This is an optimization exercise on Yosys and OpenROAD, whose aim is small area, not a production implementation.
RTL that was checked went through simulation tests only; none was proved equivalent to the original.
No driver is modelled on the clock port, so clocking that relies on it looks cheaper here than on a real chip.
No activity file was given, so power comes from the tool's default toggle rates.

Design exercise2, start of the top module:
module exercise2 (
		input logic CLOCK_50_I,
		input logic[3:0] PUSH_BUTTON_I,
		input logic[17:0] SWITCH_I,
		output logic[13:0] SEVEN_SEGMENT_N_O,
		output logic[8:0] LED_GREEN_O
);
Size in the first run: about 220 cells after synthesis, ~42 flip-flops, about 46 I/O pins, roughly 0.0019 sq mm of cells after synthesis.
==> module exercise2, before the edit <==
module exercise2 (
		input logic CLOCK_50_I,
		input logic[3:0] PUSH_BUTTON_I,
		input logic[17:0] SWITCH_I,
		output logic[13:0] SEVEN_SEGMENT_N_O,
		output logic[8:0] LED_GREEN_O
);
localparam logic [15:0] LO_F = 16'd25500;    
localparam logic [6:0]  LO_RESET = 7'd10;
localparam logic [15:0] HI_F = 16'd14662;    
localparam logic [5:0]  HI_RESET = 6'd1;
logic resetn;
logic [6:0] lo;
logic [5:0] hi;
logic [3:0] deb [3:0];
logic [3:0] led_green;
logic [3:0] units;
logic [2:0] tens;
logic stop_count, direction;
logic sample_tick, event_slot, lo_slot1, count_tick;
logic [3:0] press;
logic at59, at00, at_limit;
assign resetn = ~SWITCH_I[17];
assign sample_tick = (lo & 7'b0111101) == 7'b0110100;
assign event_slot  = (lo & 7'b1110101) == 7'b1010000;
assign lo_slot1    = (lo & 7'b1011101) == 7'b0010100;
assign count_tick  = lo_slot1 && ((hi & 6'b010111) == 6'b010111);
always_ff @ (posedge CLOCK_50_I or negedge resetn) begin
	if (resetn == 1'b0) begin
		lo <= LO_RESET;
		hi <= HI_RESET;
	end else begin
		lo <= {lo[5:0], LO_F[{lo[6], lo[5], lo[4], lo[1]}]};
		if (lo_slot1)
			hi <= {hi[4:0], HI_F[{hi[5], hi[4], hi[1], hi[0]}]};
	end
end
genvar gi;
generate
for (gi = 0; gi < 4; gi = gi + 1) begin : g_deb
	logic [3:0] q, n;
	logic s;
	assign q = deb[gi];
	assign s = ~PUSH_BUTTON_I[gi];
	assign n[0] = s | (q[0] & ~q[2] & q[3]) | (~q[0] & q[1] & ~q[3]) | (~q[0] & ~q[1] & q[2] & q[3]);
	assign n[1] = s | q[0];
	assign n[2] = s | q[1];
	assign n[3] = q[2] | (s & (q[3] | q[0]));
	always_ff @ (posedge CLOCK_50_I or negedge resetn) begin
		if (resetn == 1'b0)
			deb[gi] <= 4'b0000;
		else if (sample_tick)
			deb[gi] <= n;
	end
	assign press[gi] = event_slot && (q[0] & q[2] & ~q[3]);    
end
endgenerate
assign at59 = tens_is_last && units_is_last;
assign at00 = tens_is_first && units_is_first;
assign at_limit = (at59 && !direction) || (at00 && direction);
always_ff @ (posedge CLOCK_50_I or negedge resetn) begin
	if (resetn == 1'b0) begin
		led_green <= 4'h0;
		stop_count <= 1'b0;
		direction <= 1'b0;
	end else begin
		led_green <= led_green ^ press;
		if (press[0])
			stop_count <= ~stop_count;
		else if (at_limit)
			stop_count <= 1'b1;
		if (press[0] && at_limit)
			direction <= ~direction;
		if (!(at59 || at00)) begin
			if (press[2])
				direction <= 1'b1;
			else if (press[1])
				direction <= 1'b0;
		end
	end
end
logic [3:0] units_next;
logic [2:0] tens_next;
logic units_wrap, tens_wrap, units_is_first, units_is_last, tens_is_first, tens_is_last;
logic [6:0] units_seg, tens_seg;
assign units_next[0] = (~units[0]);
assign units_next[1] = (units[0] & units[1] & direction) | (~units[0] & units[1] & ~direction) | (~units[0] & ~units[1] & ~units[2] & direction) | (units[0] & ~units[1] & ~units[3] & ~direction);
assign units_next[2] = (~units[0] & units[2] & ~direction) | (units[0] & units[2] & direction) | (units[0] & ~units[1] & ~units[2] & ~direction) | (~units[0] & units[3] & direction) | (~units[0] & units[1] & ~units[2] & direction);
assign units_next[3] = (~units[0] & units[3] & ~direction) | (units[0] & units[3] & direction) | (~units[0] & ~units[1] & units[2] & direction) | (units[0] & units[1] & units[2] & ~direction);
assign units_wrap = (units[0] & units[3] & ~direction) | (~units[0] & ~units[1] & units[2] & direction);
assign units_seg[0] = (units[0] & ~units[1] & units[2]) | (~units[0] & ~units[1] & ~units[2] & ~units[3]);
assign units_seg[1] = (~units[0] & units[1] & units[2]) | (units[0] & ~units[1] & ~units[2] & ~units[3]);
assign units_seg[2] = (~units[0] & units[1] & ~units[2]);
assign units_seg[3] = (units[0] & units[2]) | (units[0] & units[3]) | (~units[0] & ~units[1] & ~units[2] & ~units[3]);
assign units_seg[4] = (units[0]) | (~units[1] & ~units[2] & ~units[3]);
assign units_seg[5] = (units[1] & ~units[2]) | (units[0] & units[2]);
assign units_seg[6] = (~units[1] & units[2]) | (units[0] & units[2]);
assign units_is_first = (~units[0] & ~units[1] & units[2]);
assign units_is_last = (units[0] & units[3]);
assign tens_next[0] = (~tens[0]);
assign tens_next[1] = (tens[2] & direction) | (~tens[1] & ~tens[2] & ~direction);
assign tens_next[2] = (tens[1] & ~direction) | (~tens[1] & ~tens[2] & direction);
assign tens_wrap = (~tens[0] & tens[1] & direction) | (tens[0] & ~tens[1] & ~tens[2] & ~direction);
assign tens_seg[0] = (tens[2]);
assign tens_seg[1] = (tens[0] & ~tens[1] & ~tens[2]);
assign tens_seg[2] = (~tens[0] & ~tens[1] & ~tens[2]);
assign tens_seg[3] = (tens[2]);
assign tens_seg[4] = (tens[0]) | (tens[2]);
assign tens_seg[5] = (tens[0] & tens[2]) | (tens[0] & tens[1]) | (~tens[0] & ~tens[1] & ~tens[2]);
assign tens_seg[6] = (~tens[0] & tens[1]) | (tens[0] & tens[2]);
assign tens_is_first = (~tens[0] & tens[1]);
assign tens_is_last = (tens[0] & ~tens[1] & ~tens[2]);
always_ff @ (posedge CLOCK_50_I or negedge resetn) begin
	if (resetn == 1'b0) begin
		units <= 4'd4;    
		tens <= 3'd2;     
	end else if (count_tick && !stop_count) begin
		units <= units_next;
		if (units_wrap)
			tens <= tens_next;
	end
end
assign SEVEN_SEGMENT_N_O[6:0]  = units_seg;
assign SEVEN_SEGMENT_N_O[13:7] = tens_seg;
assign LED_GREEN_O = {1'b0,
						~PUSH_BUTTON_I[3], led_green[3],
						~PUSH_BUTTON_I[2], led_green[2],
						~PUSH_BUTTON_I[1], led_green[1],
						~PUSH_BUTTON_I[0], led_green[0]};
endmodule
clock: 5.0 ns
lec_check: 0
cap_margin: 20
core_margin: 2
core_utilization: 60
gpl_timing_driven: 0
slew_margin: 20
standard.sh (not shown) runs the stock make flow with config.mk's settings and CLKGATE_MAP_FILE= SYNTH_SCRIPT=/design/flow/synth_recipe.tcl, a recipe that flattens the netlist after the stock synthesis.
==> flow/flow/run.sh <==
#!/bin/bash
# Own layout flow: the standard ORFS flow (standard.sh) with changes that
# only affect how the layout is built, not what it is measured against:
#  * synthesis is the standard one (synth_recipe.tcl: same registers, names and
#    flip-flop cells), except that adders are not pre-mapped to ha/fa cells
#    and ABC maps the combinational logic with an area script.  Each script
#    in flow/abc/ is tried (in parallel, in scratch copies of the ORFS work
#    folder) and the one giving the smallest synthesised area is used for the
#    real run;
#  * port buffers are sky130_fd_sc_hd__buf_1, and buffers from synthesis are
#    removed at floorplan (REMOVE_ABC_BUFFERS);
#  * the clock: if flow/clkbufs.txt exists ("K cell"), just before CTS the
#    clock sinks are split by position into K groups, each driven by its own
#    clock buffer at the group's centroid (flow/clkbufs.tcl), and TritonCTS
#    then has nothing left to do; otherwise CTS runs with flow/cts_args.txt.
# Each tool's full output is kept in the ORFS logs and in the *.log files here.
set -euo pipefail
W=$(pwd)
F=$W/flow
cp standard.sh flow_standard_copy.log
export OWN_FLOW_DIR=$F
export BUFFER_PORTS_ARGS="-buffer_cell sky130_fd_sc_hd__buf_1"
# drop the buffers synthesis put between ports at floorplan, as the
# timing-driven placement would otherwise do
export REMOVE_ABC_BUFFERS=1
if [[ -f $F/clkbufs.txt ]]; then
  export PRE_CTS_TCL=$F/clkbufs.tcl
  export CTS_ARGS="-sink_clustering_enable -repair_clock_nets -dont_use_dummy_load"
else
  export CTS_ARGS="$(cat $F/cts_args.txt)"
fi

# synthesis scripts: synth_recipe.tcl with ORFS's synth.tcl replaced by a copy
# whose ABC step uses the given script
make_synth() {  # name abc-script
  sed -e "s|^source \$::env(SCRIPTS_DIR)/synth_preamble.tcl|&\nset abc_args [lreplace \$abc_args 1 1 $2]|" \
      "$FLOW_HOME/scripts/synth.tcl" > "$W/own_synth_core_$1.tcl"
  sed -e "s|\$::env(SCRIPTS_DIR)/synth.tcl|$W/own_synth_core_$1.tcl|" synth_recipe.tcl > "$W/own_synth_$1.tcl"
  grep -q "$2" "$W/own_synth_core_$1.tcl"
  grep -q "own_synth_core_$1" "$W/own_synth_$1.tcl"
}

names=()
for s in "$F"/abc/*.abc; do
  n=$(basename "$s" .abc)
  names+=("$n")
  make_synth "$n" "$s"
  sed -e "s|$W/orfs|$W/try_$n|g" standard.sh > "$W/try_$n.sh"
  grep -q "try_$n" "$W/try_$n.sh"
  bash "$W/try_$n.sh" SYNTH_SCRIPT="$W/own_synth_$n.tcl" ADDER_MAP_FILE= synth > "$W/try_$n.log" 2>&1 &
done
wait
best=""
best_area=""
for n in "${names[@]}"; do
  st=$(find "$W/try_$n" -name synth_stat.txt | head -1)
  a=$(grep -m1 "Chip area for module" "$st" | awk '{print $NF}' || true)
  echo "$n $a" >> "$W/synth_choice.log"
  cp "$(find "$W/try_$n" -name 1_2_yosys.log | head -1)" "$W/try_${n}_yosys.log" || true
  if [[ -n "$a" ]] && { [[ -z "$best_area" ]] || awk -v a="$a" -v b="$best_area" 'BEGIN{exit !(a < b)}'; }; then
    best=$n; best_area=$a
  fi
done
echo "chosen $best $best_area" >> "$W/synth_choice.log"
rm -rf "$W"/try_*/
test -n "$best"
bash standard.sh SYNTH_SCRIPT="$W/own_synth_$best.tcl" ADDER_MAP_FILE= finish > "$W/flow_make.log" 2>&1
test -f out/final.def
Other scripts of this flow, unchanged in this note and not shown: flow/flow/abc/a1_base.abc, flow/flow/abc/a2_ds2.abc, flow/flow/abc/a3_mapa.abc, flow/flow/abc/a4_nfE.abc, flow/flow/abc/a5_nfp.abc, flow/flow/abc/a6_amap.abc, flow/flow/abc/a7_mapa2.abc, flow/flow/abc/a8_mapa3.abc, flow/flow/abc/a9_mapa5.abc, flow/flow/clkbufs.tcl, flow/flow/clkbufs.txt
Edit:
--- a/flow/design.v
+++ b/flow/design.v
@@ -35,11 +35,11 @@
 		output logic[8:0] LED_GREEN_O
 );
-localparam logic [15:0] LO_F = 16'd25500;    
-localparam logic [6:0]  LO_RESET = 7'd10;
-localparam logic [15:0] HI_F = 16'd14662;    
-localparam logic [5:0]  HI_RESET = 6'd1;
+localparam logic [15:0] LO_F = 16'd40290;    
+localparam logic [5:0]  LO_RESET = 6'd34;
+localparam logic [15:0] HI_F = 16'd14790;    
+localparam logic [6:0]  HI_RESET = 7'd33;
 logic resetn;
-logic [6:0] lo;
-logic [5:0] hi;
+logic [5:0] lo;
+logic [6:0] hi;
 logic [3:0] deb [3:0];
 logic [3:0] led_green;
@@ -47,12 +47,11 @@
 logic [2:0] tens;
 logic stop_count, direction;
-logic sample_tick, event_slot, lo_slot1, count_tick;
+logic sample_tick, event_slot, count_tick;
 logic [3:0] press;
 logic at59, at00, at_limit;
 assign resetn = ~SWITCH_I[17];
-assign sample_tick = (lo & 7'b0111101) == 7'b0110100;
-assign event_slot  = (lo & 7'b1110101) == 7'b1010000;
-assign lo_slot1    = (lo & 7'b1011101) == 7'b0010100;
-assign count_tick  = lo_slot1 && ((hi & 6'b010111) == 6'b010111);
+assign sample_tick = (lo & 6'b101011) == 6'b000000;
+assign event_slot  = (lo & 6'b101110) == 6'b000000;
+assign count_tick  = ((lo & 6'b111010) == 6'b000000) && ((hi & 7'b1111010) == 7'b0110000);
 always_ff @ (posedge CLOCK_50_I or negedge resetn) begin
 	if (resetn == 1'b0) begin
@@ -60,7 +59,7 @@
 		hi <= HI_RESET;
 	end else begin
-		lo <= {lo[5:0], LO_F[{lo[6], lo[5], lo[4], lo[1]}]};
-		if (lo_slot1)
-			hi <= {hi[4:0], HI_F[{hi[5], hi[4], hi[1], hi[0]}]};
+		lo <= {lo[4:0], LO_F[{lo[5], lo[3], lo[1], lo[0]}]};
+		if (sample_tick)
+			hi <= {hi[5:0], HI_F[{hi[6], hi[4], hi[1], hi[0]}]};
 	end
 end
=> Critical path depth is lower by 7. Cell area drops by about 1.2%. Register-to-register slack loses 250 ps. First-iteration DRC count goes down by about 30%. Combinational power rises to 5.1 times its value. Die area went down by about 1.2%.
For the first run of this note, only the layout was checked, not whether the RTL still works.

==> afterwards: timing with drivers on the ports <==
The flow's constraints put no driver on any port. The routed layouts listed below were extracted and timed again, unchanged, in two steps.
Step 1: set_driving_cell puts a clkbuf_16 on CLOCK_50_I and a buf_2 on each other input, an assumption about the parent block.
Step 2 adds t to the input delays and takes it off the output delays; t is the mean of the earliest and latest rising clock arrival at the registers after step 1. Input paths then give back, and output paths get back, about the clock's delay inside the block.
Three values: no drivers, after step 1, after step 2; two values: the first two.
| run | t (ns) | setup slack, ns | latest minus earliest clock arrival (ns) | worst register clock-pin slew, ns | pins driven straight from the clock port |
|---|---|---|---|---|---|
| the first run | 0.199 | 2.301 / 2.302 / 2.302 | 0.009 / 0.009 | 0.11 / 0.11 | 4 |
| the second run | 0.205 | 2.054 / 2.054 / 2.054 | 0.007 / 0.007 | 0.11 / 0.11 | 4 |
After both steps setup and hold are still met in every run listed.
